This is an optimization exercise on Yosys and OpenROAD, whose aim is small area, a short achievable clock period and few clock cycles, not a production implementation. In this exercise RTL edits were held to simulation tests only and were not proved equivalent to the original. Power is estimated from default activity; no workload was simulated.

==> flow/design.v <==
module cache(
    clk,
    proc_reset,
    proc_read,
    proc_write,
    proc_addr,
    proc_rdata,
    proc_wdata,
    proc_stall,
    mem_read,
    mem_write,
    mem_addr,
    mem_rdata,
    mem_wdata,
    mem_ready
);
    input          clk;
    input          proc_reset;
    input          proc_read, proc_write;
    input   [29:0] proc_addr;
    input   [31:0] proc_wdata;
    output         proc_stall;
    output  [31:0] proc_rdata;
    input  [127:0] mem_rdata;
    input          mem_ready;
    output         mem_read, mem_write;
    output  [27:0] mem_addr;
    output [127:0] mem_wdata;
    reg [127:0] data  [0:7];
    reg  [24:0] tag   [0:7];
    reg   [7:0] valid;
    reg   [7:0] dirty;
    reg         st_acc;      
    reg         st_hit;      
    reg         st_wb;       
    reg         st_rd;       
    reg         mem_read_q, mem_write_q;
    reg  [27:0] mem_addr_q;
    reg [127:0] blk_q;       
    reg   [3:0] hsel_q;      
    reg   [3:0] fsel_q;      
    integer b, w;
    wire  [2:0] idx  = proc_addr[4:2];
    wire [24:0] ptag = proc_addr[29:5];
    wire  [3:0] word = 4'd1 << proc_addr[1:0];
    wire  [7:0] blk  = 8'd1 << idx;
    wire        req  = proc_read | proc_write;
    wire [24:0] tag_idx = tag[idx];
    wire        vd      = |(blk & valid & dirty);
    reg   [7:0] match;
    always @(*)
        for (b = 0; b < 8; b = b + 1)
            match[b] = valid[b] & (tag[b] == ptag);
    wire        hit     = |(blk & match);
    wire        look    = st_acc & req;
    wire        fill    = st_rd & mem_ready;
    reg [127:0] sel_blk;
    always @(*) begin
        sel_blk = 128'd0;
        for (b = 0; b < 8; b = b + 1)
            sel_blk = sel_blk | (data[b] & {128{blk[b]}});
    end
    reg [31:0] rword;
    always @(*) begin
        rword = 32'd0;
        for (w = 0; w < 4; w = w + 1)
            rword = rword | (blk_q[32*w +: 32] & {32{hsel_q[w]}})
                          | (mem_rdata[32*w +: 32] & {32{fsel_q[w]}});
    end
    reg [127:0] wdata;
    reg   [3:0] wsel;
    always @(*) begin
        wsel = {4{proc_write}} & word;
        for (w = 0; w < 4; w = w + 1)
            wdata[32*w +: 32] = wsel[w] ? proc_wdata : mem_rdata[32*w +: 32];
    end
    assign proc_stall = ~(st_hit | fill);
    assign proc_rdata = rword;
    assign mem_read   = mem_read_q;
    assign mem_write  = mem_write_q;
    assign mem_addr   = mem_addr_q;
    assign mem_wdata  = blk_q;
    always @(posedge clk) begin
        blk_q      <= sel_blk;
        hsel_q     <= {4{look & hit}} & word;
        fsel_q     <= {4{~(look & hit)}} & word;
        mem_addr_q <= {(st_acc & vd) ? tag_idx : ptag, idx};
    end
    always @(posedge clk) begin
        if (proc_reset) begin
            st_acc      <= 1'b1;
            st_hit      <= 1'b0;
            st_wb       <= 1'b0;
            st_rd       <= 1'b0;
            mem_read_q  <= 1'b0;
            mem_write_q <= 1'b0;
        end else begin
            st_acc      <= (st_acc & ~req) | st_hit | fill;
            st_hit      <= look & hit;
            st_wb       <= (look & ~hit & vd) | (st_wb & ~mem_ready);
            st_rd       <= (look & ~hit & ~vd) | (st_wb & mem_ready) | (st_rd & ~mem_ready);
            mem_read_q  <= (look & ~hit & ~vd) | (st_wb & mem_ready);
            mem_write_q <= look & ~hit & vd;
        end
    end
    always @(posedge clk) begin
        for (b = 0; b < 8; b = b + 1) begin
            for (w = 0; w < 4; w = w + 1)
                if (blk[b] & (fill | (st_hit & wsel[w])))
                    data[b][32*w +: 32] <= wdata[32*w +: 32];
            if (blk[b] & fill)
                tag[b] <= ptag;
            if (blk[b] & (fill | (st_hit & proc_write)))
                dirty[b] <= proc_write;
        end
    end
    always @(posedge clk) begin
        if (proc_reset)
            valid <= 8'd0;
        else
            for (b = 0; b < 8; b = b + 1)
                if (blk[b] & fill)
                    valid[b] <= 1'b1;
    end
endmodule
==> flow/flow/run.sh <==
#!/bin/bash
# The standard layout (the standard.sh: unchanged synthesis and steps)
# with two changes to how it is placed:
#  - the input and output port buffers are the smallest buffer cell
#    (sky130_fd_sc_hd__buf_1) instead of clkdlybuf4s50_1; timing repair
#    still resizes any of them that limit timing;
#  - before pin placement, flow/pins.tcl groups the ports of each data bit
#    side by side on the die edge (see gen/make_pins.py).
# make's full output goes to standard.log; each ORFS step keeps its own log
# under orfs/logs/.
set -uo pipefail
here=$(pwd)
export BUFFER_PORTS_ARGS="-buffer_cell sky130_fd_sc_hd__buf_1"
export PRE_IO_PLACEMENT_TCL="$here/flow/pins.tcl"
bash standard.sh > standard.log 2>&1
==> flow/flow/pins.tcl <==
set_io_pin_constraint -group -order -pin_names {proc_wdata[0] mem_rdata[0] mem_rdata[32] mem_rdata[64] mem_rdata[96] proc_rdata[0] mem_wdata[0] mem_wdata[32] mem_wdata[64] mem_wdata[96]}
set_io_pin_constraint -group -order -pin_names {proc_wdata[1] mem_rdata[1] mem_rdata[33] mem_rdata[65] mem_rdata[97] proc_rdata[1] mem_wdata[1] mem_wdata[33] mem_wdata[65] mem_wdata[97]}
set_io_pin_constraint -group -order -pin_names {proc_wdata[2] mem_rdata[2] mem_rdata[34] mem_rdata[66] mem_rdata[98] proc_rdata[2] mem_wdata[2] mem_wdata[34] mem_wdata[66] mem_wdata[98]}
set_io_pin_constraint -group -order -pin_names {proc_wdata[3] mem_rdata[3] mem_rdata[35] mem_rdata[67] mem_rdata[99] proc_rdata[3] mem_wdata[3] mem_wdata[35] mem_wdata[67] mem_wdata[99]}
set_io_pin_constraint -group -order -pin_names {proc_wdata[4] mem_rdata[4] mem_rdata[36] mem_rdata[68] mem_rdata[100] proc_rdata[4] mem_wdata[4] mem_wdata[36] mem_wdata[68] mem_wdata[100]}
set_io_pin_constraint -group -order -pin_names {proc_wdata[5] mem_rdata[5] mem_rdata[37] mem_rdata[69] mem_rdata[101] proc_rdata[5] mem_wdata[5] mem_wdata[37] mem_wdata[69] mem_wdata[101]}
set_io_pin_constraint -group -order -pin_names {proc_wdata[6] mem_rdata[6] mem_rdata[38] mem_rdata[70] mem_rdata[102] proc_rdata[6] mem_wdata[6] mem_wdata[38] mem_wdata[70] mem_wdata[102]}
set_io_pin_constraint -group -order -pin_names {proc_wdata[7] mem_rdata[7] mem_rdata[39] mem_rdata[71] mem_rdata[103] proc_rdata[7] mem_wdata[7] mem_wdata[39] mem_wdata[71] mem_wdata[103]}
set_io_pin_constraint -group -order -pin_names {proc_wdata[8] mem_rdata[8] mem_rdata[40] mem_rdata[72] mem_rdata[104] proc_rdata[8] mem_wdata[8] mem_wdata[40] mem_wdata[72] mem_wdata[104]}
set_io_pin_constraint -group -order -pin_names {proc_wdata[9] mem_rdata[9] mem_rdata[41] mem_rdata[73] mem_rdata[105] proc_rdata[9] mem_wdata[9] mem_wdata[41] mem_wdata[73] mem_wdata[105]}
set_io_pin_constraint -group -order -pin_names {proc_wdata[10] mem_rdata[10] mem_rdata[42] mem_rdata[74] mem_rdata[106] proc_rdata[10] mem_wdata[10] mem_wdata[42] mem_wdata[74] mem_wdata[106]}
set_io_pin_constraint -group -order -pin_names {proc_wdata[11] mem_rdata[11] mem_rdata[43] mem_rdata[75] mem_rdata[107] proc_rdata[11] mem_wdata[11] mem_wdata[43] mem_wdata[75] mem_wdata[107]}
set_io_pin_constraint -group -order -pin_names {proc_wdata[12] mem_rdata[12] mem_rdata[44] mem_rdata[76] mem_rdata[108] proc_rdata[12] mem_wdata[12] mem_wdata[44] mem_wdata[76] mem_wdata[108]}
set_io_pin_constraint -group -order -pin_names {proc_wdata[13] mem_rdata[13] mem_rdata[45] mem_rdata[77] mem_rdata[109] proc_rdata[13] mem_wdata[13] mem_wdata[45] mem_wdata[77] mem_wdata[109]}
set_io_pin_constraint -group -order -pin_names {proc_wdata[14] mem_rdata[14] mem_rdata[46] mem_rdata[78] mem_rdata[110] proc_rdata[14] mem_wdata[14] mem_wdata[46] mem_wdata[78] mem_wdata[110]}
set_io_pin_constraint -group -order -pin_names {proc_wdata[15] mem_rdata[15] mem_rdata[47] mem_rdata[79] mem_rdata[111] proc_rdata[15] mem_wdata[15] mem_wdata[47] mem_wdata[79] mem_wdata[111]}
set_io_pin_constraint -group -order -pin_names {proc_wdata[16] mem_rdata[16] mem_rdata[48] mem_rdata[80] mem_rdata[112] proc_rdata[16] mem_wdata[16] mem_wdata[48] mem_wdata[80] mem_wdata[112]}
set_io_pin_constraint -group -order -pin_names {proc_wdata[17] mem_rdata[17] mem_rdata[49] mem_rdata[81] mem_rdata[113] proc_rdata[17] mem_wdata[17] mem_wdata[49] mem_wdata[81] mem_wdata[113]}
set_io_pin_constraint -group -order -pin_names {proc_wdata[18] mem_rdata[18] mem_rdata[50] mem_rdata[82] mem_rdata[114] proc_rdata[18] mem_wdata[18] mem_wdata[50] mem_wdata[82] mem_wdata[114]}
set_io_pin_constraint -group -order -pin_names {proc_wdata[19] mem_rdata[19] mem_rdata[51] mem_rdata[83] mem_rdata[115] proc_rdata[19] mem_wdata[19] mem_wdata[51] mem_wdata[83] mem_wdata[115]}
set_io_pin_constraint -group -order -pin_names {proc_wdata[20] mem_rdata[20] mem_rdata[52] mem_rdata[84] mem_rdata[116] proc_rdata[20] mem_wdata[20] mem_wdata[52] mem_wdata[84] mem_wdata[116]}
set_io_pin_constraint -group -order -pin_names {proc_wdata[21] mem_rdata[21] mem_rdata[53] mem_rdata[85] mem_rdata[117] proc_rdata[21] mem_wdata[21] mem_wdata[53] mem_wdata[85] mem_wdata[117]}
set_io_pin_constraint -group -order -pin_names {proc_wdata[22] mem_rdata[22] mem_rdata[54] mem_rdata[86] mem_rdata[118] proc_rdata[22] mem_wdata[22] mem_wdata[54] mem_wdata[86] mem_wdata[118]}
set_io_pin_constraint -group -order -pin_names {proc_wdata[23] mem_rdata[23] mem_rdata[55] mem_rdata[87] mem_rdata[119] proc_rdata[23] mem_wdata[23] mem_wdata[55] mem_wdata[87] mem_wdata[119]}
set_io_pin_constraint -group -order -pin_names {proc_wdata[24] mem_rdata[24] mem_rdata[56] mem_rdata[88] mem_rdata[120] proc_rdata[24] mem_wdata[24] mem_wdata[56] mem_wdata[88] mem_wdata[120]}
set_io_pin_constraint -group -order -pin_names {proc_wdata[25] mem_rdata[25] mem_rdata[57] mem_rdata[89] mem_rdata[121] proc_rdata[25] mem_wdata[25] mem_wdata[57] mem_wdata[89] mem_wdata[121]}
set_io_pin_constraint -group -order -pin_names {proc_wdata[26] mem_rdata[26] mem_rdata[58] mem_rdata[90] mem_rdata[122] proc_rdata[26] mem_wdata[26] mem_wdata[58] mem_wdata[90] mem_wdata[122]}
set_io_pin_constraint -group -order -pin_names {proc_wdata[27] mem_rdata[27] mem_rdata[59] mem_rdata[91] mem_rdata[123] proc_rdata[27] mem_wdata[27] mem_wdata[59] mem_wdata[91] mem_wdata[123]}
set_io_pin_constraint -group -order -pin_names {proc_wdata[28] mem_rdata[28] mem_rdata[60] mem_rdata[92] mem_rdata[124] proc_rdata[28] mem_wdata[28] mem_wdata[60] mem_wdata[92] mem_wdata[124]}
set_io_pin_constraint -group -order -pin_names {proc_wdata[29] mem_rdata[29] mem_rdata[61] mem_rdata[93] mem_rdata[125] proc_rdata[29] mem_wdata[29] mem_wdata[61] mem_wdata[93] mem_wdata[125]}
set_io_pin_constraint -group -order -pin_names {proc_wdata[30] mem_rdata[30] mem_rdata[62] mem_rdata[94] mem_rdata[126] proc_rdata[30] mem_wdata[30] mem_wdata[62] mem_wdata[94] mem_wdata[126]}
set_io_pin_constraint -group -order -pin_names {proc_wdata[31] mem_rdata[31] mem_rdata[63] mem_rdata[95] mem_rdata[127] proc_rdata[31] mem_wdata[31] mem_wdata[63] mem_wdata[95] mem_wdata[127]}
==> flow/standard.sh <==
#!/bin/bash
# synth_recipe.tcl (not shown) runs the flow's synth.tcl, then flattens the netlist and writes it again
# the make line also repeats each setting of config.mk as NAME=value (left out here)
make -C /OpenROAD-flow-scripts/flow DESIGN_CONFIG=/design/flow/config.mk WORK_HOME=/design/flow/orfs CLKGATE_MAP_FILE= SYNTH_SCRIPT=/design/flow/synth_recipe.tcl "${@:-finish}"
==> flow/config.mk <==
export PLATFORM = sky130hd
export DESIGN_NAME = cache
export DESIGN_NICKNAME = cache
export VERILOG_FILES = /design/flow/design.v
export SDC_FILE = /design/flow/constraint.sdc
export NUM_CORES = 4
export LEC_CHECK = 0
export CAP_MARGIN = 20
export CORE_MARGIN = 2
export CORE_UTILIZATION = 60
export CTS_CLUSTER_DIAMETER = 100
export CTS_CLUSTER_SIZE = 20
export SETUP_SLACK_MARGIN = 2.1
export SLEW_MARGIN = 20
==> flow/constraint.sdc <==
create_clock -name core_clock -period 5.0 [get_ports {clk}]
set_input_delay 1.0000 -clock core_clock [delete_from_list [all_inputs] [get_ports {clk}]]
set_output_delay 1.0000 -clock core_clock [all_outputs]
set_load 0.01 [all_outputs]
==> impl_results.md, run 1 <==
- Critical Path Source: hsel_q[2]
- Post-synthesis sequential area ratio: 0.761
- Core area: 88200 um^2
- Cell Pwr Density: 364 nW/um^2
- Clock buffer depth: 3
- Worst EP required: 4000 ps
- Cell Area, Synth: 53300 um^2
- P_int: 16.5 mW
- Synthesized instance count: 3231
- Vias per std cell: 6.94
- Number of synthesized register bits: 1410
- Final hold violations: 0
- Startpoint Class: flop
- Root buffer cell: clkbuf_16
- FF/Latch Area: 40600 um^2
- DR vias: 33600
- Peak supply drop: 0.372 mV
- Drt total wl: 169 mm
- Initial drt markers: 5455
- Max Cap Viol: 0
- Die height: 302 um
- Most frequently used flop master after synthesis: edfxtp_1
- First-pass GRT wire length: 236 mm
- Yosys cell types: 47
- Crit path kind: flop to primary output
- Final WS setup: 2060 ps
- Hold buffer count at cts: 0
- F_max: 340 MHz
- Worst slew margin: 0.226
- Synth Area per Inst: 16.5 um^2
- Post-synth EDFFs: 1232
- Total iterations of the first detailed-routing run: 6
- Placed wire-length estimate: 107 mm
- Setup slack at placement: 1030 ps
- Synth Net Count: 3426
- I/O pin cnt: 386
- Initial antenna violation count: 5
- All-Layer GR Usage: 0.369
- P_sw: 5.01 mW
- Reg-to-reg slack, setup: 2380 ps
- R2R Path End: data[5][90]
- Max Slew Vio Count: 0
- Wirelength per Cell: 34.9 um
- Logic pwr share: 0.070
- Clock latency at the later pin of the worst-skew pair: 670 ps
- HP Class: flop to flop
- Die area: 91200 um^2
- Routability cong.: 0.957
- Setup violators final: 0
- Grt ovf: 0
- Share of layout cells above drive strength 1: 0.120
- CP max FO: 32
- Num CTS Buffers: 80
- Switch share: 0.233
- Asr flop ratio synth: 0
- Final setup TNS: 0 ps
- Clk sinks: 1410
- Placement Rows: 109
- Status: complete, no violations
- Buffers on Ports: 385
- Final Cycle Share: 0.588
- RSZ-0062 raised after global routing: true
- Fillcell total: 6052
- Die width: 302 um
- Lkg Pwr: 18.4 nW
- Clock transition at path regs: 90 ps
- Post-DRT Antenna Nets: 0
- Area of the multi-input gates: 12100 um^2
- Crit path capture type: primary output
- CP Capture Point: proc_rdata[5]
- Most frequent cells in the layout: 1232 x edfxtp_1, 650 x a22oi_1, 365 x buf_1, 195 x nand4_1, 172 x dfxtp_1
- Largest net degree at the start of global routing: 100
- Worst reg2reg path startpoint: st_rd
- Area Growth Syn to Fin: 11.0%
- CP Data Arrival Time: 1940 ps
- Worst-Margin Slew: 1160 ps
- Flop pwr share: 0.616
- CTS tree: done
- H-tree levels: 3
- Initial Utilization: 0.604
- Ys Warns: 3
- Final net count: 3804
- DR DRC count: 0
- Post-route minimum period: 2940 ps
- Most common cell after layout, fill and taps aside: edfxtp_1
- Clock power share: 0.314
- Skew final: 30.0 ps
- Vias in the first global route: 31600
- R2R depth: 5
-- stage by stage --
| step | util | std cells | power [mW] | area, um^2 | hold slack [ps] |
|---|---|---|---|---|---|
| 2_1_floorplan | - | 3231 | 14.1 | 53600 | 427 |
| 3_3_place_gp | 0.640 | 4667 | 14.9 | 56500 | 435 |
| 5_1_grt | 0.670 | 4839 | 22.1 | 59200 | 487 |
| 6_report | 0.670 | 4840 | 21.5 | 59200 | 476 |
| 4_1_cts | 0.668 | 4820 | 21.5 | 58900 | 474 |
| 3_5_place_dp | 0.640 | 4667 | 14.9 | 56500 | 457 |
-- synthesized netlist by cell type (2+ instances only) --
cell | n | area share
edfxtp_1 | 1232 | 0.69
a22oi_1 | 650 | 0.092
nand4_1 | 195 | 0.023
dfxtp_1 | 178 | 0.067
clkbuf_1 | 154 | 0.011
mux2_2 | 139 | 0.029
xnor2_1 | 124 | 0.020
nor2_1 | 84 | 0.0059
xor2_1 | 76 | 0.012
nand2_1 | 52 | 0.0037
o21ai_0 | 44 | 0.0041
a21oi_1 | 42 | 0.0039
buf_4 | 27 | 0.0038
inv_1 | 23 | 0.0016
nor4_1 | 22 | 0.0026
buf_1 | 21 | 0.0015
mux2i_1 | 17 | 0.0032
nor2b_1 | 15 | 0.0018
a22o_1 | 14 | 0.0023
nor3_1 | 14 | 0.0013
and2_1 | 11 | 0.0013
nand3_1 | 11 | 0.0010
buf_2 | 10 | 0.00094
a221o_1 | 9 | 0.0017
a221oi_1 | 9 | 0.0015
o31ai_1 | 8 | 0.0011
a211oi_1 | 7 | 0.00099
a31oi_1 | 6 | 0.00070
and3_1 | 5 | 0.00059
nand2b_1 | 5 | 0.00059
mux4_2 | 3 | 0.0013
nor3b_1 | 3 | 0.00042
or3_1 | 3 | 0.00035
and3b_1 | 2 | 0.00033
nor2_2 | 2 | 0.00023
o221ai_1 | 2 | 0.00033
o32ai_1 | 2 | 0.00033
-- worst min path at each step --
stage	start	endpoint	slack, ps	depth (start not counted)
after floorplan	st_wb	st_wb	430	1
after global placement	st_wb	st_wb	430	1
after detailed placement	data[1][42]	blk_q[42]	460	2
after CTS	data[4][109]	blk_q[109]	470	2
after global routing	data[4][109]	blk_q[109]	490	2
final	data[4][109]	blk_q[109]	480	2
-- power by group through the flow --
stage	clock [mW]	sequential, mW	combinational, mW
global route	7.22	13.3	1.58
global placement	0	13.5	1.41
CTS	6.80	13.2	1.46
detailed placement	0	13.5	1.43
finish	6.77	13.3	1.50
floorplan	0	13.4	0.741
-- sequential cells by signal (all words and copies together), names as in the netlist --
signal / count
data: 1024
tag: 200
blk_q: 128
mem_addr_q: 28
dirty: 8
valid: 8
fsel_q: 4
hsel_q: 4
mem_read_q: 1
mem_write_q: 1
st_acc: 1
st_hit: 1
st_rd: 1
st_wb: 1
-- per-layer routing --
layer,up-vias,global-route usage,share of wire
met4,4,0.0892,0.026
met1,17000,0.548,0.39
met5,-,0.0114,0.00098
met3,319,0.0943,0.14
met2,2473,0.554,0.45
li1,13800,-,-
-- cells by family after synthesis --
logic type | synth area share
AND/OR/NAND/NOR | 0.0439
buffers and inverters | 0.0190
AO/OA/AOI/OAI | 0.109
multiplexers | 0.0338
flip-flops | 0.761
XOR/XNOR | 0.0329
-- area by class of cell --
type	count	share of cell area
flip-flops and latches	1410	0.686
multi-input cells	1584	0.204
repair buffers	510	0.0447
clock buffers	142	0.0381
well taps	1165	0.0246
inverters	23	0.00146
clock inverters	4	0.000888
diodes	2	0.0000846
-- worst max-delay path: stages (launching register included) --
cell	delay, ps
dfxtp_4	700
a22oi_1	190
nand4_1	140
buf_1	170
-- timing repair --
item,4_1_cts,5_1_grt
resized for setup,13,33
buffers inserted,6,18
setup endpoints to repair,94,198
cloned,1,0
pin swaps,2,5
Testbench counts, summed over its fixed seeds: cycles 154,099.
==> run 2: changes to the inputs <==
--- a/flow/config.mk
+++ b/flow/config.mk
@@ -9,6 +9,6 @@
 export CORE_MARGIN = 2
 export CORE_UTILIZATION = 60
-export CTS_CLUSTER_DIAMETER = 100
-export CTS_CLUSTER_SIZE = 20
-export SETUP_SLACK_MARGIN = 2.1
+export CTS_CLUSTER_DIAMETER = 80
+export CTS_CLUSTER_SIZE = 25
+export SETUP_SLACK_MARGIN = 2.2
 export SLEW_MARGIN = 20
==> run 2 against run 1 <==
  * Utilization up 0.13 points
  * Critical path type is now input pin to flop
  * Flip-flop and latch count unchanged
  * Area after synthesis unchanged
  * Non-clock buffer count up 10
  * Clock power down 6.9%
  * Worst hold slack worse by 21 ps
  * Still clean on timing, DRC and antenna
  * Fmax up 3.1%
  * Worst setup slack better by 90 ps
  * Cell count down 0.21%
  * Sequential power about the same
==> impl_results.md, run 2 <==
- Status: complete, no violations
- Clock latency at the later pin of the worst-skew pair: 650 ps (-20 ps)
- Share of layout cells above drive strength 1: 0.125 (+0.00582)
- Post-route minimum period: 2850 ps (-89.8 ps)
- Post-synth EDFFs: 1232 (unchanged)
- Routability cong.: 0.934 (-2.4%)
- Largest stage delay, worst path: 520 ps (-180 ps)
- Final hold violations: 0 (unchanged)
- Worst slew margin: 0.207 (-0.0194)
- Worst-Margin Slew: 1190 ps (+29.1 ps)
- Commonest cells post-synth: 1232 x edfxtp_1, 650 x a22oi_1, 195 x nand4_1, 178 x dfxtp_1, 154 x clkbuf_1
- Hold buffer count at cts: 0 (unchanged)
- F_max: 351 MHz (+3.1%)
- Most common cell after layout, fill and taps aside: edfxtp_1
- Number of synthesized register bits: 1410 (unchanged)
- CP max FO: 40 (+25%)
- Startpoint Class: input pin
- Final net count: 3804 (unchanged)
- Initial drt markers: 4829 (-11%)
- R2R depth: 5 (unchanged)
- Cell Pwr Density: 356 nW/um^2 (-2.2%)
- DR vias: 33500 (-0.25%)
- Area contributors post-synth: edfxtp_1 69%, a22oi_1 9.2%, dfxtp_1 6.7%
- Crit path capture type: flop
- Grt ovf: 0 (unchanged)
- Largest register FFs: 1024 (unchanged)
- Cell taking the most area after synthesis: edfxtp_1
- Final Instance Area: 59300 um^2 (+0.20%)
- Final Core Density: 0.672 (+0.00133)
- Final cell count without fillers: 4830 (-0.21%)
- Synth Area per Inst: 16.5 um^2 (unchanged)
- Post-DRT Antenna Nets: 0 (unchanged)
- CP cell instances: buf_2, buf_4, nor2_1, nand2_1, buf_4, o21ai_0, o21ai_0
- Post-synth top area share: 0.694 (unchanged)
- Clock transition at path regs: 100 ps (about the same)
- Clock buffer depth: 3 (unchanged)
- Placed instance area: 56500 um^2 (about the same)
- Synthesized instance count: 3231 (unchanged)
- DR DRC count: 0 (unchanged)
- CP Data Arrival Time: 3420 ps (+1480 ps)
- Ys Warns: 3 (unchanged)
- H-tree levels: 3 (unchanged)
- Biggest regs: data x1024, tag x200, blk_q x128
- Die area: 91200 um^2 (unchanged)
- Yosys cell types: 47 (unchanged)
- Crit path kind: input pin to flop
- First-pass GRT wire length: 237 mm (+0.65%)
- Placed wire-length estimate: 107 mm (about the same)
- Max Cap Viol: 0 (unchanged)
- Slowest cell on crit path: buf_4
- Worst Hold Depth: 2 (unchanged)
- Die height: 302 um (unchanged)
- Post-synthesis sequential area ratio: 0.761 (unchanged)
- Skew final: 25.8 ps (-4.23 ps)
- Vias per std cell: 6.93 (about the same)
- Initial Utilization: 0.604 (unchanged)
- Area Growth Syn to Fin: 11.3%
- Core area: 88200 um^2 (unchanged)
- Most frequently used flop master after synthesis: edfxtp_1
- Clk sinks: 1410 (unchanged)
- Total iterations of the first detailed-routing run: 8 (+2)
- Count leader, synth: edfxtp_1
- Final setup TNS: 0 ps (unchanged)
- All-Layer GR Usage: 0.373 (+0.00360)
- Cell Area, Synth: 53300 um^2 (unchanged)
- Worst EP required: 5570 ps (+1570 ps)
- RSZ-0062 raised after global routing: true
- Final Cycle Share: 0.571 (-0.0180)
- Asr flop ratio synth: 0 (unchanged)
- Buffers on Ports: 385 (unchanged)
- Drt total wl: 172 mm (+1.7%)
- Root buffer cell: clkbuf_16
- Largest net degree at the start of global routing: 132 (+32%)
- Cells after DPL: 4666 (-0.021%)
- Num CTS Buffers: 67 (-16%)
- I/O pin cnt: 386 (unchanged)
- Most frequent cells in the layout: 1232 x edfxtp_1, 649 x a22oi_1, 365 x buf_1, 195 x nand4_1, 173 x dfxtp_1
- Placement Rows: 109 (unchanged)
- CTS tree: done
- Setup violators final: 0 (unchanged)
- Initial antenna violation count: 10 (+5)
- Max Slew Vio Count: 0 (unchanged)
- Vias in the first global route: 31600 (-0.038%)
- Wirelength per Cell: 35.6 um (+1.9%)
- Synth Net Count: 3426 (unchanged)
- Peak supply drop: 0.312 mV (-16%)
- HP Class: flop to flop
- Largest Register: data
- Lkg Pwr: 18.4 nW (+0.17%)
- Die width: 302 um (unchanged)
## run 2: cell counts after synthesis
No cell type changed its count.
## run 2: final timing paths
kind | end | from | slack (ps)
worst max-delay path | mem_addr_q[6] | proc_addr[4] | 2150
worst min-delay path | blk_q[72] | data[3][72] | 450
worst max register to register | data[5][14] | st_rd | 2440
worst min register to register | blk_q[72] | data[3][72] | 450
## run 2: power by group
group | switching (mW) | internal (mW)
logic | 1.08 | 0.465
registers | 0.274 | 13.0
clock network | 3.57 | 2.72
## run 2: critical path, delay by kind of cell
family | cells | cell delay, ps
buf+inv | 3 | 1360
simple gates | 2 | 510
compound gates | 2 | 480
## run 2: area by class of cell
cell class	count	area [um^2]
Sequential cell	1410	40600
Fill cell	6081	29000
Multi-Input combinational cell	1587	12200
Timing Repair Buffer	520	2930
Clock buffer	109	1860
Tap cell	1165	1460
Clock inverter	13	169
Inverter	23	90.1
Antenna cell	3	7.51
## run 2: cells by family (layout without fill, tap and decap cells)
kind of cell,Yosys count,in the layout,synth area share
compound gates,796,796,0.109
xor+xnor,200,200,0.0329
buf+inv,237,665,0.0190
flops,1410,1410,0.761
mux,159,159,0.0338
other cells,0,3,0
simple gates,429,432,0.0439
## run 2: per-layer routing
metal / vias up / wire [um] / track usage
met5: - / 161 / 0.0104
li1: 13800 / - / -
met4: 6 / 6350 / 0.123
met3: 353 / 21800 / 0.0916
met2: 2275 / 77100 / 0.558
met1: 17100 / 66500 / 0.543
## run 2: through the flow
step | setup slack (ps) | power, mW | hold slack (ps)
finish | 2150 | 21.1 | 454
global route | 2180 | 21.6 | 490
CTS | 2120 | 21.1 | 466
detailed placement | 1240 | 15.0 | 450
global placement | 1300 | 14.9 | 437
floorplan | 2000 | 14.1 | 427
## run 2: timing repair
item                       4_1_cts  5_1_grt
setup buffers                   23       11
setup endpoints to repair      488      382
pin swaps                        7        4
cloned                           4        1
gates resized for setup         43       32
==> run 3: changes to the inputs <==
--- a/flow/design.v
+++ b/flow/design.v
@@ -40,4 +40,7 @@
     reg   [3:0] hsel_q;      
     reg   [3:0] fsel_q;      
+    reg   [7:0] blk_r;       
+    reg   [3:0] wsel_r;      
+    reg         wr_r;        
     integer b, w;
     wire  [2:0] idx  = proc_addr[4:2];
@@ -52,5 +55,5 @@
         for (b = 0; b < 8; b = b + 1)
             match[b] = valid[b] & (tag[b] == ptag);
-    wire        hit     = |(blk & match);
+    wire        hit     = match[idx];
     wire        look    = st_acc & req;
     wire        fill    = st_rd & mem_ready;
@@ -73,5 +76,5 @@
         wsel = {4{proc_write}} & word;
         for (w = 0; w < 4; w = w + 1)
-            wdata[32*w +: 32] = wsel[w] ? proc_wdata : mem_rdata[32*w +: 32];
+            wdata[32*w +: 32] = wsel_r[w] ? proc_wdata : mem_rdata[32*w +: 32];
     end
     assign proc_stall = ~(st_hit | fill);
@@ -83,6 +86,9 @@
     always @(posedge clk) begin
         blk_q      <= sel_blk;
-        hsel_q     <= {4{look & hit}} & word;
-        fsel_q     <= {4{~(look & hit)}} & word;
+        hsel_q     <= {4{st_acc}} & word;
+        fsel_q     <= {4{~st_acc}} & word;
+        blk_r      <= blk;
+        wsel_r     <= wsel;
+        wr_r       <= proc_write;
         mem_addr_q <= {(st_acc & vd) ? tag_idx : ptag, idx};
     end
@@ -107,10 +113,10 @@
         for (b = 0; b < 8; b = b + 1) begin
             for (w = 0; w < 4; w = w + 1)
-                if (blk[b] & (fill | (st_hit & wsel[w])))
+                if (blk_r[b] & (fill | (st_hit & wsel_r[w])))
                     data[b][32*w +: 32] <= wdata[32*w +: 32];
-            if (blk[b] & fill)
+            if (blk_r[b] & fill)
                 tag[b] <= ptag;
-            if (blk[b] & (fill | (st_hit & proc_write)))
-                dirty[b] <= proc_write;
+            if (blk_r[b] & (fill | (st_hit & wr_r)))
+                dirty[b] <= wr_r;
         end
     end
@@ -120,5 +126,5 @@
         else
             for (b = 0; b < 8; b = b + 1)
-                if (blk[b] & fill)
+                if (blk_r[b] & fill)
                     valid[b] <= 1'b1;
     end
--- a/flow/config.mk
+++ b/flow/config.mk
@@ -9,6 +9,6 @@
 export CORE_MARGIN = 2
 export CORE_UTILIZATION = 60
-export CTS_CLUSTER_DIAMETER = 80
-export CTS_CLUSTER_SIZE = 25
+export CTS_CLUSTER_DIAMETER = 100
+export CTS_CLUSTER_SIZE = 20
 export SETUP_SLACK_MARGIN = 2.2
 export SLEW_MARGIN = 20
==> run 3 against run 2 <==
  * Sequential share of layout area down 0.30 points
  * Worst hold slack better by 6.9 ps
  * Synthesized cell count down 0.62%
  * Design area up 1.1%
  * Global-route usage up 0.25 points
  * Non-clock buffer count down 11
  * Critical path depth unchanged
  * Clock power up 9.5%
  * Power up 4.8%
  * First-iteration DRC count up 9.5%
  * Worst setup slack better by 34 ps
  * Clock skew up 14 ps
  * Critical path type unchanged
  * Largest cell class unchanged
==> impl_results.md, run 3 <==
- Status: complete, no violations
- Ys Warns: 3 (unchanged)
- Startpoint Class: input pin
- Clock buffer depth: 3 (unchanged)
- DR DRC count: 0 (unchanged)
- DR vias: 33600 (+0.30%)
- GR Util met1: 0.548 (+0.00527)
- Max Slew Vio Count: 0 (unchanged)
- Yosys cell types: 56 (+19%)
- Peak supply drop: 0.345 mV (+11%)
- Cells after DPL: 4653 (-0.28%)
- Number of synthesized register bits: 1423 (+0.92%)
- Worst-Margin Slew: 1030 ps (-161 ps)
- Crit path capture type: flop
- Total chip power: 22.1 mW (+4.8%)
- Skew final: 40.1 ps (+14.2 ps)
- Area contributors post-synth: edfxtp_1 69%, a22oi_1 9.3%, dfxtp_1 7.1%
- Vias per std cell: 6.96 (+0.38%)
- Largest Register: data
- Logic pwr share: 0.078 (+0.005)
- Largest register FFs: 1024 (unchanged)
- RSZ-0062 raised after global routing: false
- Routability cong.: 0.937 (+0.33%)
- Most frequent cells in the layout: 1232 x edfxtp_1, 666 x a22oi_1, 380 x buf_1, 202 x nand4_1, 178 x dfxtp_1
- Post-synth top area share: 0.689 (-0.00494)
- Grt met3 use: 0.0820 (-0.00958)
- Synthesized instance count: 3211 (-0.62%)
- Post-synth EDFFs: 1232 (unchanged)
- Clock power share: 0.312 (+0.014)
- Final cell count without fillers: 4826 (-0.083%)
- GRT Max-Usage Layer: met2
- Final setup TNS: 0 ps (unchanged)
- Commonest cells post-synth: 1232 x edfxtp_1, 667 x a22oi_1, 202 x nand4_1, 191 x dfxtp_1, 144 x xnor2_1
- Placed wire-length estimate: 109 mm (+2.2%)
- CP Data Arrival Time: 3420 ps (about the same)
- Core area: 88500 um^2 (+0.31%)
- Flop pwr share: 0.610 (-0.019)
- Initial drt markers: 5289 (+9.5%)
- Final hold violations: 0 (unchanged)
- Root buffer cell: clkbuf_16
- Clk sinks: 1423 (+0.92%)
- Clock transition at path regs: 90 ps (about the same)
- Num CTS Buffers: 81 (+21%)
- H-tree levels: 3 (unchanged)
- Post-route minimum period: 2820 ps (-33.6 ps)
- Post-synthesis sequential area ratio: 0.761 (about the same)
- Max Cap Viol: 0 (unchanged)
- Largest net degree at the start of global routing: 89 (-33%)
- Share of layout cells above drive strength 1: 0.119 (-0.00588)
- Cell Pwr Density: 369 nW/um^2 (+3.6%)
- Most frequently used flop master after synthesis: edfxtp_1
- Hold Slack: 461 ps (+6.91 ps)
- Lkg Pwr: 18.4 nW (-0.12%)
- Wirelength per Cell: 36.0 um (+1.1%)
- F_max: 355 MHz (+1.2%)
- Final net count: 3785 (-0.50%)
- Synth Net Count: 3406 (-0.58%)
- Biggest regs: data x1024, tag x200, blk_q x128
- Switch share: 0.236 (+0.00245)
- Final Instance Area: 59900 um^2 (+1.1%)
- Worst slew margin: 0.313 (+0.106)
- Die height: 303 um (+0.35%)
- Count leader, synth: edfxtp_1
- HP Class: flop to flop
- Placement Rows: 109 (unchanged)
- Buffers on Ports: 385 (unchanged)
- Post-DRT Antenna Nets: 0 (unchanged)
- Cell taking the most area after synthesis: edfxtp_1
- Setup violators final: 0 (unchanged)
- Initial Utilization: 0.606 (+0.00245)
- All-Layer GR Usage: 0.375 (+0.00246)
- Asr flop ratio synth: 0 (unchanged)
- Grt ovf: 0 (unchanged)
- GR Util met2: 0.563 (+0.00492)
- Cell Area, Synth: 53700 um^2 (+0.72%)
- Placed instance area: 57100 um^2 (+1.1%)
- Total iterations of the first detailed-routing run: 6 (-2)
- Crit path kind: input pin to flop
- Die width: 303 um (+0.35%)
- Die area: 91800 um^2 (+0.71%)
- Fillcell total: 6030 (-0.84%)
- CTS tree: done
- Most common cell after layout, fill and taps aside: edfxtp_1
- I/O pin cnt: 386 (unchanged)
- Drt total wl: 174 mm (+1.0%)
- First-pass GRT wire length: 239 mm (+0.64%)
- Synth Area per Inst: 16.7 um^2 (+1.3%)
- Worst EP required: 5610 ps (+40 ps)
- Area Growth Syn to Fin: 11.7%
- P_sw: 5.22 mW (+5.9%)
- CP max FO: 37 (-7.5%)
- Vias in the first global route: 31700 (+0.27%)
- Final Cycle Share: 0.564 (-0.00672)
- P_int: 16.9 mW (+4.4%)
- Clock latency at the later pin of the worst-skew pair: 670 ps (+20 ps)
- Initial antenna violation count: 9 (-1)
## run 3: changes by cell type in the layout (fill, tap and decap cells not counted), moves of 15 or more
| cell | delta |
|---|---|
| a21oi_1 | -18 |
| a22oi_1 | +17 |
| buf_1 | +15 |
| buf_12 | +29 |
| buf_4 | -29 |
| clkbuf_1 | +21 |
| nor2_1 | -28 |
| nor2_4 | -30 |
| nor2b_4 | +32 |
| o22ai_1 | +17 |
| xnor2_1 | +20 |
| xor2_1 | -22 |
## run 3: timing repair
action | 4_1_cts | 5_1_grt
gates resized for setup | 15 | 7
buffers inserted | 16 | 3
hold buffers | 0 | 0
pin swaps | 0 | 2
setup endpoints to repair | 95 | 17
hold endpoints to repair | 0 | 0
## run 3: metrics by stage
step	setup slack, ps	util
after floorplan	1670	-
after global placement	1460	0.646
after detailed placement	1400	0.646
after CTS	2200	0.677
after global routing	2200	0.677
final	2180	0.677
## run 3: power groups by stage
stage                     Sequential [mW]  Combinational [mW]  Clock (mW)
final                                13.5                1.73        6.90
after global routing                 13.5                1.80        7.32
after CTS                            13.5                1.68        6.92
after detailed placement             13.8                1.58           0
after global placement               13.8                1.56           0
after floorplan                      13.6               0.812           0
## run 3: metal layers
layer | vias up | routed length (um)
li1 | 13700 | -
met1 | 17100 | 66800
met2 | 2448 | 78600
met3 | 333 | 21600
met4 | 4 | 6600
met5 | - | 25
## run 3: area by class of cell
cell class	count	area, um^2	share of cell area
sequential	1423	40900	0.682
multi-input combinational	1564	12100	0.202
timing repair buffer	509	3050	0.0509
clock buffer	145	2310	0.0385
tap	1165	1460	0.0243
clock inverter	6	90.1	0.00150
inverter	11	46.3	0.000772
antenna	3	7.51	0.000125
## run 3: kinds of logic after synthesis
| family | count (synthesis) | synth area share |
|---|---|---|
| muxes | 160 | 0.0344 |
| buffers and inverters | 224 | 0.0190 |
| and+or+nand+nor | 399 | 0.0434 |
| xor gates and xnor gates | 200 | 0.0331 |
| AOI/OAI and AO/OA | 805 | 0.109 |
| DFF | 1423 | 0.761 |
## run 3: worst paths after layout
check / start / end / slack (ps) / cells after the start
hold / removal: data[1][121] / blk_q[121] / 460 / 2
setup reg to reg: wsel_r[1] / data[1][60] / 2380 / 5
hold reg to reg: data[1][121] / blk_q[121] / 460 / 2
setup / recovery: proc_addr[2] / blk_q[52] / 2180 / 7
## run 3: critical path, cell delays in order
cell and delay, ps:
clkbuf_2 320, nor2_2 590, nand2_1 210, inv_4 510, buf_4 460, a22oi_1 170
nand4_1 120
Testbench counts of run 3, summed over its fixed seeds: cycles 154,099.
==> run 4: changes to the inputs <==
--- a/flow/config.mk
+++ b/flow/config.mk
@@ -8,7 +8,8 @@
 export CAP_MARGIN = 20
 export CORE_MARGIN = 2
-export CORE_UTILIZATION = 60
+export CORE_UTILIZATION = 66
 export CTS_CLUSTER_DIAMETER = 100
 export CTS_CLUSTER_SIZE = 20
+export PLACE_DENSITY = 0.72
 export SETUP_SLACK_MARGIN = 2.2
 export SLEW_MARGIN = 20
==> run 4 against run 3 <==
  * Largest power group unchanged
  * Via count shrank 0.38%
  * Routed wire length decreased by 5.0%
  * Critical endpoint is now proc_rdata[23]
  * Utilization is 6.1 points higher
  * Still clean on timing, DRC and antenna
  * Highest routed layer unchanged
  * Clock-buffer cell count grew 1
  * Fmax increased by 0.17%
  * Non-clock buffer count decreased by 12
  * Design area shrank 0.85%
  * Worst hold slack lost 9.2 ps
  * Area after synthesis stayed put
  * Die area is 9.0% lower
  * First-iteration DRC count decreased by 6.7%
  * Largest cell class unchanged
==> impl_results.md, run 4 <==
- Placement Rows: 104 (-4.6%)
- Max Cap Viol: 0 (unchanged)
- Vias per std cell: 7.10 (+2.0%)
- Biggest regs: data x1024, tag x200, blk_q x128
- Largest register FFs: 1024 (unchanged)
- Peak supply drop: 0.381 mV (+11%)
- Startpoint Class: flop
- H-tree levels: 3 (unchanged)
- Mux share of post-synthesis cell area: 0.0344 (unchanged)
- Clock transition at path regs: 80 ps (about the same)
- Worst EP required: 4000 ps (-1610 ps)
- Grt ovf: 0 (unchanged)
- Clock latency at the later pin of the worst-skew pair: 680 ps (about the same)
- Status: complete, no violations
- Placed wire-length estimate: 108 mm (-0.93%)
- Commonest cells post-synth: 1232 x edfxtp_1, 667 x a22oi_1, 202 x nand4_1, 191 x dfxtp_1, 144 x xnor2_1
- Most common cell after layout, fill and taps aside: edfxtp_1
- Drt total wl: 165 mm (-5.0%)
- Fraction of the mapped netlist area in simple logic gates: 0.0434 (unchanged)
- Crit path capture type: primary output
- CP Data Arrival Time: 1810 ps (-1610 ps)
- Total iterations of the first detailed-routing run: 6 (unchanged)
- Die height: 289 um (-4.6%)
- Worst-Margin Slew: 1000 ps (-24.3 ps)
- All-Layer GR Usage: 0.394 (+0.0188)
- Final WS setup: 2190 ps (+4.85 ps)
- F_max: 355 MHz (+0.17%)
- Final Cycle Share: 0.563 (-0.000970)
- Area Growth Syn to Fin: 10.8%
- Cell taking the most area after synthesis: edfxtp_1
- Post-route minimum period: 2810 ps (-4.85 ps)
- Post-synthesis adder-cell area fraction: 0 (unchanged)
- Most frequently used flop master after synthesis: edfxtp_1
- Synth Area in Compound Gates: 0.109 (unchanged)
- Largest net degree at the start of global routing: 130 (+46%)
- CP cell instances: a22oi_1, nand4_1, buf_1
- Count leader, synth: edfxtp_1
- Initial Utilization: 0.666 (+0.0599)
- Largest family of logic cells by synthesized area: compound AO/OA/AOI/OAI gates
- Cell Pwr Density: 373 nW/um^2 (+1.0%)
- Placed instance area: 56700 um^2 (-0.78%)
- Die width: 289 um (-4.6%)
- DR DRC count: 0 (unchanged)
- Wirelength per Cell: 35.0 um (-2.6%)
- Synthesized instance count: 3211 (unchanged)
- Final hold violations: 0 (unchanged)
- Skew final: 53.6 ps (+13.6 ps)
- Clock buffer depth: 3 (unchanged)
- CP max FO: 2 (-95%)
- Worst slew margin: 0.331 (+0.0178)
- Post-synth top area share: 0.689 (unchanged)
- Setup violators final: 0 (unchanged)
- Most frequent cells in the layout: 1232 x edfxtp_1, 664 x a22oi_1, 376 x buf_1, 202 x nand4_1, 175 x dfxtp_1
- Setup slack at placement: 1420 ps (+21.7 ps)
- Max Slew Vio Count: 0 (unchanged)
- Crit path kind: flop to primary output
- Num CTS Buffers: 81 (unchanged)
- Root buffer cell: clkbuf_16
- Number of synthesized register bits: 1423 (unchanged)
- Post-DRT Antenna Nets: 0 (unchanged)
- I/O pin cnt: 386 (unchanged)
- Share of layout cells above drive strength 1: 0.119 (-0.000462)
- Post-synth EDFFs: 1232 (unchanged)
- Die area: 83600 um^2 (-9.0%)
- Slowest cell on crit path: dfxtp_1
- Final net count: 3773 (-0.32%)
- Area contributors post-synth: edfxtp_1 69%, a22oi_1 9.3%, dfxtp_1 7.1%
- Lkg Pwr: 18.3 nW (-0.65%)
- Ys Warns: 3 (unchanged)
- Vias in the first global route: 31800 (+0.41%)
- First-pass GRT wire length: 231 mm (-3.4%)
- Routability cong.: 0.976 (+4.1%)
- Buffers on Ports: 385 (unchanged)
- Final Instance Area: 59400 um^2 (-0.85%)
- Largest Register: data
- Largest stage delay, worst path: 690 ps (+100 ps)
- Fillcell total: 4946 (-18%)
- Synth Area per Inst: 16.7 um^2 (unchanged)
- Initial antenna violation count: 12 (+3)
- Core area: 80500 um^2 (-9.0%)
- Synth Net Count: 3406 (unchanged)
- Asr flop ratio synth: 0 (unchanged)
- Initial drt markers: 4935 (-6.7%)
- Total chip power: 22.2 mW (+0.18%)
- HP Class: flop to flop
- Cell Area, Synth: 53700 um^2 (unchanged)
- DR vias: 33500 (-0.38%)
- Post-synthesis sequential area ratio: 0.761 (unchanged)
- CTS tree: done
- Yosys cell types: 56 (unchanged)
- Post-synthesis xor/xnor area fraction: 0.0331 (unchanged)
- RSZ-0062 raised after global routing: true
- Final setup TNS: 0 ps (unchanged)
- Clk sinks: 1423 (unchanged)
==> run 4: cell counts after synthesis <==
Identical to the previous run, type by type.
==> run 4: metrics by stage <==
step | hold slack, ps | util | instances
after floorplan | 444 | - | 3211
after global placement | 448 | 0.703 | 4545
after detailed placement | 459 | 0.704 | 4546
after CTS | 447 | 0.736 | 4705
after global routing | 485 | 0.738 | 4707
final | 452 | 0.738 | 4711
==> run 4: report_power, final <==
part	switching (mW)	internal [mW]	leakage, nW
sequential	0.325	13.2	12.7
clock	3.75	3.20	1.15
combinational	1.18	0.508	4.43
==> run 4: worst paths after layout <==
| kind | start | end | slack (ps) | depth (start not counted) |
|---|---|---|---|---|
| max | blk_q[55] | proc_rdata[23] | 2190 | 3 |
| min | data[0][66] | blk_q[66] | 450 | 2 |
| max reg2reg | wsel_r[2] | data[7][66] | 2370 | 4 |
| min reg2reg | data[0][66] | blk_q[66] | 450 | 2 |
==> run 4: layout make-up <==
class	instances	area, um^2	share of cell area
flip-flops and latches	1423	40800	0.687
clock inverters	6	125	0.00211
diodes	4	10.0	0.000168
multi-input cells	1564	12100	0.204
well taps	1060	1330	0.0223
repair buffers	497	2630	0.0442
inverters	11	46.3	0.000779
clock buffers	146	2310	0.0389
==> run 4: worst max-delay path: cells and delay by family (launching register included) <==
| kind | cells | cell delay, ps |
|---|---|---|
| compound gates | 1 | 170 |
| buf+inv | 1 | 160 |
| flops | 1 | 690 |
| simple gates | 1 | 110 |
==> run 4: cell families (layout without fill, tap and decap cells) <==
family	count (synthesis)	after routing
DFF	1423	1423
AOI/OAI and AO/OA	805	805
and+or+nand+nor	399	399
buffers and inverters	224	660
xor gates and xnor gates	200	200
muxes	160	160
other	0	4
==> run 4: repair_timing <==
item | CTS | global route
buffers inserted | 7 | 0
pin swaps | 1 | 0
gates resized for setup | 23 | 32
endpoints found under the setup margin | 199 | 48
hold buffers | 0 | 0
==> run 4: layer usage <==
layer  vias up  GRT usage  wire, um
met2      2487      0.600     75800
met1     16900      0.545     58800
li1      13700          -         -
met5         -          0        36
met3       356      0.105     21900
met4         6      0.172      8390

what the ideal ports hide:
In the flow no input, the clock included, has a driving cell. The finished layouts below were timed again as built, in two steps. Step 1 (the two cells are an assumption about what drives the block):
set clk [get_ports {clk}]
set_driving_cell -lib_cell sky130_fd_sc_hd__clkbuf_16 $clk
set_driving_cell -lib_cell sky130_fd_sc_hd__buf_2 [delete_from_list [all_inputs] $clk]
Step 2 adds t to the input delays and takes it off the output delays; t is the mean of the earliest and latest rising clock arrival at the registers after step 1. Input paths then give back, and output paths get back, about the clock's delay inside the block. Slacks: ideal ports / drivers / drivers and shift; pairs: ideal ports / drivers.
run | shift t [ns] | slack for setup (ns) | worst setup path at the end | worst slew at a driven data input, ns | cell pins on the clock port's net
run 1 | 0.730 | 2.058 / 1.983 / 1.422 | input to register | 0.25 | 1
run 2 | 0.712 | 2.147 / 2.132 / 1.420 | input to register | 0.15 | 1
run 3 | 0.728 | 2.181 / 2.134 / 1.506 | input to register | 0.13 | 1
run 4 | 0.724 | 2.186 / 2.118 / 1.544 | input to register | 0.12 | 1
After both steps setup and hold are still met in every run listed. The setup slack of run 2, which loses most, moves by -0.015 ns with the drivers and by -0.727 ns with both steps.
